From an optimization exercise on the open Yosys and OpenROAD flow, aimed at small area and a short achievable clock period; shortcuts taken in it are not production practice. Where RTL was checked, it was by simulation tests only, not by an equivalence proof against the original.

run 1:
==> flow/design.v (excerpt) <==
module montgomery_kyber(clk, a, b, out);
input clk;
input [11:0] a, b;
output [11:0] out;
wire n0;
k_nand2 un0 (.a(a[0]), .b(b[0]), .y(n0));
wire n1;
k_nand2 un1 (.a(a[0]), .b(b[1]), .y(n1));
wire n2;
k_nand2 un2 (.a(a[0]), .b(b[2]), .y(n2));
wire n3;
k_nand2 un3 (.a(a[0]), .b(b[3]), .y(n3));
wire n4;
k_nand2 un4 (.a(a[0]), .b(b[4]), .y(n4));
wire n5;
k_nand2 un5 (.a(a[0]), .b(b[5]), .y(n5));
wire n6;
k_nand2 un6 (.a(a[0]), .b(b[6]), .y(n6));
wire n7;
k_nand2 un7 (.a(a[0]), .b(b[7]), .y(n7));
wire n8;
k_nand2 un8 (.a(a[0]), .b(b[8]), .y(n8));
wire n9;
k_nand2 un9 (.a(a[0]), .b(b[9]), .y(n9));
wire n10;
k_nand2 un10 (.a(a[0]), .b(b[10]), .y(n10));
wire n11;
k_nand2 un11 (.a(a[0]), .b(b[11]), .y(n11));
wire n12;
k_nand2 un12 (.a(a[1]), .b(b[0]), .y(n12));
wire n13;
k_nand2 un13 (.a(a[1]), .b(b[1]), .y(n13));
wire n14;
k_nand2 un14 (.a(a[1]), .b(b[2]), .y(n14));
wire n15;
k_nand2 un15 (.a(a[1]), .b(b[3]), .y(n15));
wire n16;
k_nand2 un16 (.a(a[1]), .b(b[4]), .y(n16));
wire n17;
k_nand2 un17 (.a(a[1]), .b(b[5]), .y(n17));
wire n18;
k_nand2 un18 (.a(a[1]), .b(b[6]), .y(n18));
wire n19;
k_nand2 un19 (.a(a[1]), .b(b[7]), .y(n19));
wire n20;
  ...
For scale: ~650 cells after synthesis, roughly 24 flip-flops, ~37 I/O pins, about 0.0058 sq mm of cells after synthesis.
==> flow/config.mk <==
export PLATFORM = sky130hd
export DESIGN_NAME = montgomery_kyber
export DESIGN_NICKNAME = montgomery_kyber
export VERILOG_FILES = /design/flow/design.v
export SDC_FILE = /design/flow/constraint.sdc
export NUM_CORES = 4
export LEC_CHECK = 0
export CAP_MARGIN = 20
export CORE_MARGIN = 2
export CORE_UTILIZATION = 40
export SETUP_SLACK_MARGIN = 5
export SLEW_MARGIN = 20
export SYNTH_HIERARCHICAL = 1
export SYNTH_MINIMUM_KEEP_SIZE = 0
==> flow/constraint.sdc <==
create_clock -name core_clock -period 12.0 [get_ports {clk}]
set_input_delay 2.4000 -clock core_clock [delete_from_list [all_inputs] [get_ports {clk}]]
set_output_delay 2.4000 -clock core_clock [all_outputs]
set_load 0.01 [all_outputs]
standard.sh (not shown) runs the stock make flow with config.mk's settings and CLKGATE_MAP_FILE= SYNTH_SCRIPT=/design/flow/synth_recipe.tcl, a recipe that flattens the netlist after the stock synthesis.
==> flow/flow/run.sh <==
#!/bin/bash
set -euo pipefail
MARGIN=${MARGIN:-5.5}
BUF=${BUF:-sky130_fd_sc_hd__buf_1}
bash standard.sh "SETUP_SLACK_MARGIN=$MARGIN" \
  "BUFFER_PORTS_ARGS=-buffer_cell $BUF" finish > flow_make.log 2>&1
Changes in run 2 relative to run 1:
==> flow/flow/run.sh <==
#!/bin/bash
set -euo pipefail
MARGIN=${MARGIN:-5.75}
BUF=${BUF:-sky130_fd_sc_hd__buf_1}
RECOVER=${RECOVER:-0}
bash standard.sh "SETUP_SLACK_MARGIN=$MARGIN" \
  "BUFFER_PORTS_ARGS=-buffer_cell $BUF" "RECOVER_POWER=$RECOVER" finish > flow_make.log 2>&1
==> notes.md <==
[compare] base=run 1 new=run 2: post-route fraction of the period consumed by the critical path went down by 0.86 points.
Sort run 1 and run 2 by synthesis-to-finish area growth desc -> top: run 2
Summary: with run 1 as the reference, met1 routed wirelength after detailed routing in run 2 moved up by a few percent.
Run 1 → run 2: utilization climbed 2.5 points, wire length reported by the detailed router increased about 6%, total length of routed met2 wires rose by about 8%, final design instance area without fill higher, final period demand of the worst path decreased 100 ps.
Relative to run 2, the following input files were edited for run 3:
- CTS_BUF_LIST: unset -> sky130_fd_sc_hd__clkbuf_4 sky130_fd_sc_hd__clkbuf_8
diff --git a/flow/flow/run.sh b/flow/flow/run.sh
--- a/flow/flow/run.sh
+++ b/flow/flow/run.sh
@@ -2,3 +2,3 @@
 set -euo pipefail
-MARGIN=${MARGIN:-5.75}
+MARGIN=${MARGIN:-5.5}
 BUF=${BUF:-sky130_fd_sc_hd__buf_1}
Results
Routed wire length on met2: higher on run 2. Taking run 2 as the reference, in run 3 half-perimeter wire length after placement shows no meaningful change; fmax shows a reduction of about 1.6%; wire length on met3 shows a reduction of about 1.7%. Area taken by flip-flops and latches (higher): run 2. On run 3: total routed wirelength is about 6% lower than what run 2 gave. Comparing run 3 and run 2, the higher clock network area share is on run 2. Comparing run 3 and run 2, the lower met3 track demand over resource in global routing is on run 2.
What run 4 does differently from run 3 at the input level:
- CTS_BUF_LIST removed (was sky130_fd_sc_hd__clkbuf_4 sky130_fd_sc_hd__clkbuf_8)
Notes after the runs:
Sort run 4 and run 3 by footprint of the flip-flops and latches, ascending, and run 4 comes first.
Run 4 has met2 usage in global routing above what run 3 had.
Run 4 and run 3 ended up with roughly the same share of cell area taken by flip-flops and latches.
Run 3 has lower worst hold-check slack than run 4.
Comparing run 4 with run 3, the part of the cycle the worst path needs came out essentially unchanged.
Lower worst path setup slack after routing among run 4 and run 3: run 4
Diff run 4..run 3 | post-CTS setup buffer count | unchanged
Cell area sits higher in run 4 than in run 3.
On all-layer global routing usage, run 4 and run 3 are basically level.
What run 3 reported for non-clock buffer count has to be multiplied by 1.06 to get the figure for run 4.
No functional check of the RTL was part of any run of this note.

montgomery_kyber, a different RTL version from the one above (not shown whole).
For scale: about 650 cells after synthesis, about 37 I/O pins.
Settings: LEC_CHECK=0, CAP_MARGIN=20, CORE_MARGIN=2, CORE_UTILIZATION=55, CTS_BUF_LIST=sky130_fd_sc_hd__clkbuf_4 sky130_fd_sc_hd__clkbuf_8, SETUP_SLACK_MARGIN=5, SLEW_MARGIN=20, SYNTH_HIERARCHICAL=1, SYNTH_MINIMUM_KEEP_SIZE=0; clock period 12.0 ns.
==> flow/flow/run.sh <==
#!/bin/bash
set -euo pipefail
MARGIN=${MARGIN:-5.75}
BUF=${BUF:-sky130_fd_sc_hd__buf_1}
HERE=$(cd "$(dirname "$0")" && pwd)
bash standard.sh "SETUP_SLACK_MARGIN=$MARGIN" \
  "BUFFER_PORTS_ARGS=-buffer_cell $BUF" \
  "PRE_FLOORPLAN_TCL=$HERE/downsize.tcl" finish > flow_make.log 2>&1
==> flow/flow/downsize.tcl <==
# Before floorplanning: set every combinational cell to its smallest drive
# strength (x1) so that repair_timing sizes up only the cells that need it.
# Flip-flops are left as synthesis made them.
set db [ord::get_db]
set n 0
foreach inst [[ord::get_db_block] getInsts] {
  set m [[$inst getMaster] getName]
  if {[regexp {^(sky130_fd_sc_hd__[a-z0-9]+)_([0-9]+)$} $m -> base sz] && $sz > 1 && ![string match "*__df*" $base] && ![string match "*__dl*" $base]} {
    set new [$db findMaster ${base}_1]
    if {$new ne "NULL"} {
      $inst swapMaster $new
      incr n
    }
  }
}
puts "downsize: $n cells set to x1"
Next try:
--- a/flow/config.mk
+++ b/flow/config.mk
@@ -8,5 +8,5 @@
 export CAP_MARGIN = 20
 export CORE_MARGIN = 2
-export CORE_UTILIZATION = 55
+export CORE_UTILIZATION = 30
 export CTS_BUF_LIST = sky130_fd_sc_hd__clkbuf_4 sky130_fd_sc_hd__clkbuf_8
 export SETUP_SLACK_MARGIN = 5
After rerunning: Die area rises by 80%; sequential cell count stays the same; first-iteration DRC count rises by 3.9%; via count drops by 5.4%.

## job 2044
Another version of the RTL of montgomery_kyber (not shown whole).
Size in the first run: roughly 25 flip-flops.
// montgomery_kyber
module montgomery_kyber(clk, a, b, out);
input clk;
input [11:0] a, b;
output [11:0] out;
wire n0;
k_nand2 un0 (.a(a[0]), .b(b[0]), .y(n0));
wire n1;
k_nand2 un1 (.a(a[0]), .b(b[1]), .y(n1));
wire n2;
k_nand2 un2 (.a(a[0]), .b(b[2]), .y(n2));
wire n3;
k_nand2 un3 (.a(a[0]), .b(b[3]), .y(n3));
wire n4;
k_nand2 un4 (.a(a[0]), .b(b[4]), .y(n4));
wire n5;
k_nand2 un5 (.a(a[0]), .b(b[5]), .y(n5));
wire n6;
k_nand2 un6 (.a(a[0]), .b(b[6]), .y(n6));
wire n7;
k_nand2 un7 (.a(a[0]), .b(b[7]), .y(n7));
wire n8;
k_nand2 un8 (.a(a[0]), .b(b[8]), .y(n8));
wire n9;
k_nand2 un9 (.a(a[0]), .b(b[9]), .y(n9));
wire n10;
k_nand2 un10 (.a(a[0]), .b(b[10]), .y(n10));
wire n11;
k_nand2 un11 (.a(a[0]), .b(b[11]), .y(n11));
wire n12;
k_nand2 un12 (.a(a[1]), .b(b[0]), .y(n12));
wire n13;
k_nand2 un13 (.a(a[1]), .b(b[1]), .y(n13));
wire n14;
k_nand2 un14 (.a(a[1]), .b(b[2]), .y(n14));
wire n15;
k_nand2 un15 (.a(a[1]), .b(b[3]), .y(n15));
wire n16;
k_nand2 un16 (.a(a[1]), .b(b[4]), .y(n16));
wire n17;
k_nand2 un17 (.a(a[1]), .b(b[5]), .y(n17));
wire n18;
k_nand2 un18 (.a(a[1]), .b(b[6]), .y(n18));
wire n19;
k_nand2 un19 (.a(a[1]), .b(b[7]), .y(n19));
wire n20;
k_nand2 un20 (.a(a[1]), .b(b[8]), .y(n20));
wire n21;
k_nand2 un21 (.a(a[1]), .b(b[9]), .y(n21));
wire n22;
k_nand2 un22 (.a(a[1]), .b(b[10]), .y(n22));
wire n23;
k_nand2 un23 (.a(a[1]), .b(b[11]), .y(n23));
  ...
export LEC_CHECK = 0
export CAP_MARGIN = 20
export CORE_MARGIN = 2
export CORE_UTILIZATION = 40
export CTS_BUF_LIST = sky130_fd_sc_hd__clkbuf_4 sky130_fd_sc_hd__clkbuf_8
export SETUP_SLACK_MARGIN = 5
export SLEW_MARGIN = 20
export SYNTH_HIERARCHICAL = 1
export SYNTH_MINIMUM_KEEP_SIZE = 0
create_clock -name core_clock -period 12.0 [get_ports {clk}]
==> flow/flow/run.sh <==
#!/bin/bash
set -euo pipefail
MARGIN=${MARGIN:-5.65}
BUF=${BUF:-sky130_fd_sc_hd__buf_1}
RECOVER=${RECOVER:-0}
bash standard.sh "SETUP_SLACK_MARGIN=$MARGIN" \
  "BUFFER_PORTS_ARGS=-buffer_cell $BUF" "RECOVER_POWER=$RECOVER" finish > flow_make.log 2>&1
diff inputs: job 2044 => job 8761
Settings: CORE_UTILIZATION changed from 40 to 55.
diff --git a/flow/flow/run.sh b/flow/flow/run.sh
--- a/flow/flow/run.sh
+++ b/flow/flow/run.sh
@@ -1,5 +1,5 @@
 #!/bin/bash
 set -euo pipefail
-MARGIN=${MARGIN:-5.65}
+MARGIN=${MARGIN:-5.75}
 BUF=${BUF:-sky130_fd_sc_hd__buf_1}
 RECOVER=${RECOVER:-0}
==> notes.md <==
- Job 8761 did not stop at any stage, and its layout met the timing, design-rule and antenna checks.
- Against job 2044 as the reference, job 8761 delivers a higher design area.
- In job 8761, combined global-route utilization of all metal layers is higher than in job 2044.
Setup changes, job 8761 to job 2475
Settings: swapping 55 for 40 in CORE_UTILIZATION.
diff --git a/flow/flow/run.sh b/flow/flow/run.sh
--- a/flow/flow/run.sh
+++ b/flow/flow/run.sh
@@ -1,5 +1,5 @@
 #!/bin/bash
 set -euo pipefail
-MARGIN=${MARGIN:-5.75}
+MARGIN=${MARGIN:-5.5}
 BUF=${BUF:-sky130_fd_sc_hd__buf_1}
 RECOVER=${RECOVER:-0}
==> notes.md <==
Job 2475 | stages: all done | timing, DRC, antenna: all pass. [job 2475] actual transition at the worst max-transition pin rose 0.022 ns relative to job 8761. Post-detailed-route wirelength per cell, job 8761 and job 2475: lower on job 2475. Going from job 8761 to job 2475, layout overhead on the synthesized area now smaller; starting utilization of the core area now smaller.
Edits applied to the flow inputs when going from job 2475 to job 3334:
diff --git a/flow/flow/run.sh b/flow/flow/run.sh
--- a/flow/flow/run.sh
+++ b/flow/flow/run.sh
@@ -1,5 +1,5 @@
 #!/bin/bash
 set -euo pipefail
-MARGIN=${MARGIN:-5.5}
+MARGIN=${MARGIN:-5.75}
 BUF=${BUF:-sky130_fd_sc_hd__buf_1}
 RECOVER=${RECOVER:-0}
## What came out
The worst setup slack in job 3334 sits 0.19 ns above the value recorded for job 2475.
In job 3334 the number of buffers inserted by post-CTS setup repair turned out 1 higher than in job 2475.
Taking job 2475 as the reference, in job 3334 number of hold violations in the final report essentially unchanged, sequential cell count essentially unchanged, post-route clock period utilization decreased 1.6 points, fraction of area in multi-input gates decreased 0.39 points, area after detailed placement essentially unchanged.
Looking at global-route met1 utilization, job 3334 sits below job 2475.
Between job 2475 and job 3334, the final routed wirelength across all metal layers is higher for job 2475.

montgomery_kyber, a different RTL version from the one above (not shown whole).
Size in the first run: about 700 cells after synthesis, about 24 flip-flops, ~6200 um^2 of cells after synthesis.
## montgomery_kyber
module montgomery_kyber(clk, a, b, out);
input clk;
input [11:0] a, b;
output [11:0] out;
wire n0;
k_nand2 un0 (.a(a[0]), .b(b[0]), .y(n0));
wire n1;
k_nand2 un1 (.a(a[0]), .b(b[1]), .y(n1));
wire n2;
k_nand2 un2 (.a(a[0]), .b(b[2]), .y(n2));
wire n3;
k_nand2 un3 (.a(a[0]), .b(b[3]), .y(n3));
wire n4;
k_nand2 un4 (.a(a[0]), .b(b[4]), .y(n4));
wire n5;
k_nand2 un5 (.a(a[0]), .b(b[5]), .y(n5));
wire n6;
k_nand2 un6 (.a(a[0]), .b(b[6]), .y(n6));
wire n7;
k_nand2 un7 (.a(a[0]), .b(b[7]), .y(n7));
wire n8;
k_nand2 un8 (.a(a[0]), .b(b[8]), .y(n8));
wire n9;
k_nand2 un9 (.a(a[0]), .b(b[9]), .y(n9));
wire n10;
k_nand2 un10 (.a(a[0]), .b(b[10]), .y(n10));
wire n11;
k_nand2 un11 (.a(a[0]), .b(b[11]), .y(n11));
wire n12;
k_nand2 un12 (.a(a[1]), .b(b[0]), .y(n12));
wire n13;
k_nand2 un13 (.a(a[1]), .b(b[1]), .y(n13));
wire n14;
k_nand2 un14 (.a(a[1]), .b(b[2]), .y(n14));
wire n15;
k_nand2 un15 (.a(a[1]), .b(b[3]), .y(n15));
wire n16;
k_nand2 un16 (.a(a[1]), .b(b[4]), .y(n16));
wire n17;
k_nand2 un17 (.a(a[1]), .b(b[5]), .y(n17));
wire n18;
k_nand2 un18 (.a(a[1]), .b(b[6]), .y(n18));
wire n19;
k_nand2 un19 (.a(a[1]), .b(b[7]), .y(n19));
wire n20;
k_nand2 un20 (.a(a[1]), .b(b[8]), .y(n20));
wire n21;
k_nand2 un21 (.a(a[1]), .b(b[9]), .y(n21));
wire n22;
k_nand2 un22 (.a(a[1]), .b(b[10]), .y(n22));
wire n23;
k_nand2 un23 (.a(a[1]), .b(b[11]), .y(n23));
wire n24;
k_nand2 un24 (.a(a[2]), .b(b[0]), .y(n24));
wire n25;
k_nand2 un25 (.a(a[2]), .b(b[1]), .y(n25));
wire n26;
k_nand2 un26 (.a(a[2]), .b(b[2]), .y(n26));
wire n27;
k_nand2 un27 (.a(a[2]), .b(b[3]), .y(n27));
wire n28;
k_nand2 un28 (.a(a[2]), .b(b[4]), .y(n28));
wire n29;
k_nand2 un29 (.a(a[2]), .b(b[5]), .y(n29));
wire n30;
k_nand2 un30 (.a(a[2]), .b(b[6]), .y(n30));
wire n31;
k_nand2 un31 (.a(a[2]), .b(b[7]), .y(n31));
wire n32;
k_nand2 un32 (.a(a[2]), .b(b[8]), .y(n32));
wire n33;
k_nand2 un33 (.a(a[2]), .b(b[9]), .y(n33));
wire n34;
k_nand2 un34 (.a(a[2]), .b(b[10]), .y(n34));
  ...
Settings: LEC_CHECK=0, CAP_MARGIN=20, CORE_MARGIN=2, CORE_UTILIZATION=40, SETUP_SLACK_MARGIN=5, SLEW_MARGIN=20, SYNTH_HIERARCHICAL=1, SYNTH_MINIMUM_KEEP_SIZE=0; clock period 12.0 ns.
==> flow/flow/run.sh <==
#!/bin/bash
set -euo pipefail
MARGIN=${MARGIN:-5.5}
BUF=${BUF:-sky130_fd_sc_hd__buf_2}
RECOVER=${RECOVER:-0}
bash standard.sh "SETUP_SLACK_MARGIN=$MARGIN" \
  "BUFFER_PORTS_ARGS=-buffer_cell $BUF" "RECOVER_POWER=$RECOVER" finish > flow_make.log 2>&1
Change:
==> flow/run.sh (new file) <==
#!/bin/bash
# synth_recipe.tcl (not shown) runs the flow's synth.tcl, then flattens the netlist and writes it again
# the make line also repeats each setting of config.mk as NAME=value (left out here)
make -C /OpenROAD-flow-scripts/flow DESIGN_CONFIG=/design/flow/config.mk WORK_HOME=/design/flow/orfs CLKGATE_MAP_FILE= SYNTH_SCRIPT=/design/flow/synth_recipe.tcl finish
removed: flow/flow/run.sh
removed: flow/standard.sh
The new run finished with timing, DRC and antenna clean.
Area after synthesis is unchanged.
Final area is higher by 3.0%.
Maximum frequency falls by 7.8%.
Change:
==> flow/flow/run.sh (new file) <==
#!/bin/bash
set -euo pipefail
MARGIN=${MARGIN:-5.5}
BUF=${BUF:-sky130_fd_sc_hd__buf_1}
RECOVER=${RECOVER:-100}
bash standard.sh "SETUP_SLACK_MARGIN=$MARGIN" \
  "BUFFER_PORTS_ARGS=-buffer_cell $BUF" "RECOVER_POWER=$RECOVER" finish > flow_make.log 2>&1
==> flow/standard.sh (new file) <==
#!/bin/bash
# synth_recipe.tcl (not shown) runs the flow's synth.tcl, then flattens the netlist and writes it again
# the make line also repeats each setting of config.mk as NAME=value (left out here)
make -C /OpenROAD-flow-scripts/flow DESIGN_CONFIG=/design/flow/config.mk WORK_HOME=/design/flow/orfs CLKGATE_MAP_FILE= SYNTH_SCRIPT=/design/flow/synth_recipe.tcl "${@:-finish}"
removed: flow/run.sh
What happened: Critical path depth came out lower by 2. Utilization came out lower by 2.0 points. Routed wire length barely changes. First-iteration DRC count came out higher by a quarter to a third.
Change:
==> flow/flow/run.sh (replaced) <==
#!/bin/bash
set -euo pipefail
MARGIN=${MARGIN:-5.5}
bash standard.sh "SETUP_SLACK_MARGIN=$MARGIN" \
  "BUFFER_PORTS_ARGS=-buffer_cell sky130_fd_sc_hd__buf_1" finish > flow_make.log 2>&1
- CORE_UTILIZATION: 40 -> 60
- PLACE_DENSITY: not set -> 0.75
- The new run passed the timing, design-rule and antenna checks
- sequential share of layout area barely changes
- wire length went down slightly
- die area went down by a quarter to a third
- final cell count went down by a few percent
- setup slack improves by 1400 ps

[static timing again, ports no longer ideal]
Ports are ideal in the flow. The routed layouts listed here were re-timed in OpenROAD.
Step 1 assumes that a clkbuf_16 drives the clock port and a buf_2 every other input.
Step 2, shift: input delay + t, output delay - t, t = (earliest + latest rising clock arrival at the registers) / 2. This alone moves slack from input paths to output paths.
a / b / c = ideal ports / drivers / drivers and shift; a / b = the first two.
run	shift t [ns]	setup WS [ns]	clock arrival spread, ns	worst slew at a driven data input, ns	pins driven straight from the clock port
run 1	0.285	5.716 / 5.682 / 5.450	0.002 / 0.002	0.03	1
run 2	0.283	5.820 / 5.787 / 5.612	0.001 / 0.002	0.04	1
run 3	0.282	5.722 / 5.692 / 5.459	0.002 / 0.002	0.03	1
run 4	0.285	5.716 / 5.682 / 5.450	0.002 / 0.002	0.03	1
the first run of note 2	0.291	5.902 / 5.908 / 5.616	0.009 / 0.009	0.03	1
the second run of note 2	0.286	5.926 / 5.934 / 5.648	0.002 / 0.002	0.04	1
job 2044	0.281	5.865 / 5.837 / 5.602	0.001 / 0.001	0.03	1
job 8761	0.288	5.888 / 5.858 / 5.623	0.004 / 0.004	0.03	1
job 2475	0.281	5.745 / 5.717 / 5.490	0.001 / 0.001	0.03	1
job 3334	0.281	5.936 / 5.939 / 5.658	0.001 / 0.001	0.03	1
the first run of note 4	0.285	5.714 / 5.688 / 5.444	0.002 / 0.002	0.03	1
the second run of note 4	0.284	5.185 / 5.199 / 4.915	0.002 / 0.002	0.03	1
the third run of note 4	0.285	4.345 / 4.310 / 4.595	0.001 / 0.001	0.03	1
the fourth run of note 4	0.288	5.719 / 5.724 / 5.436	0.001 / 0.002	0.03	1
After both steps setup and hold are still met in every run listed. For the first run of note 2, which loses most, drivers alone change the setup slack by +0.006 ns; drivers and shift together by -0.286 ns.
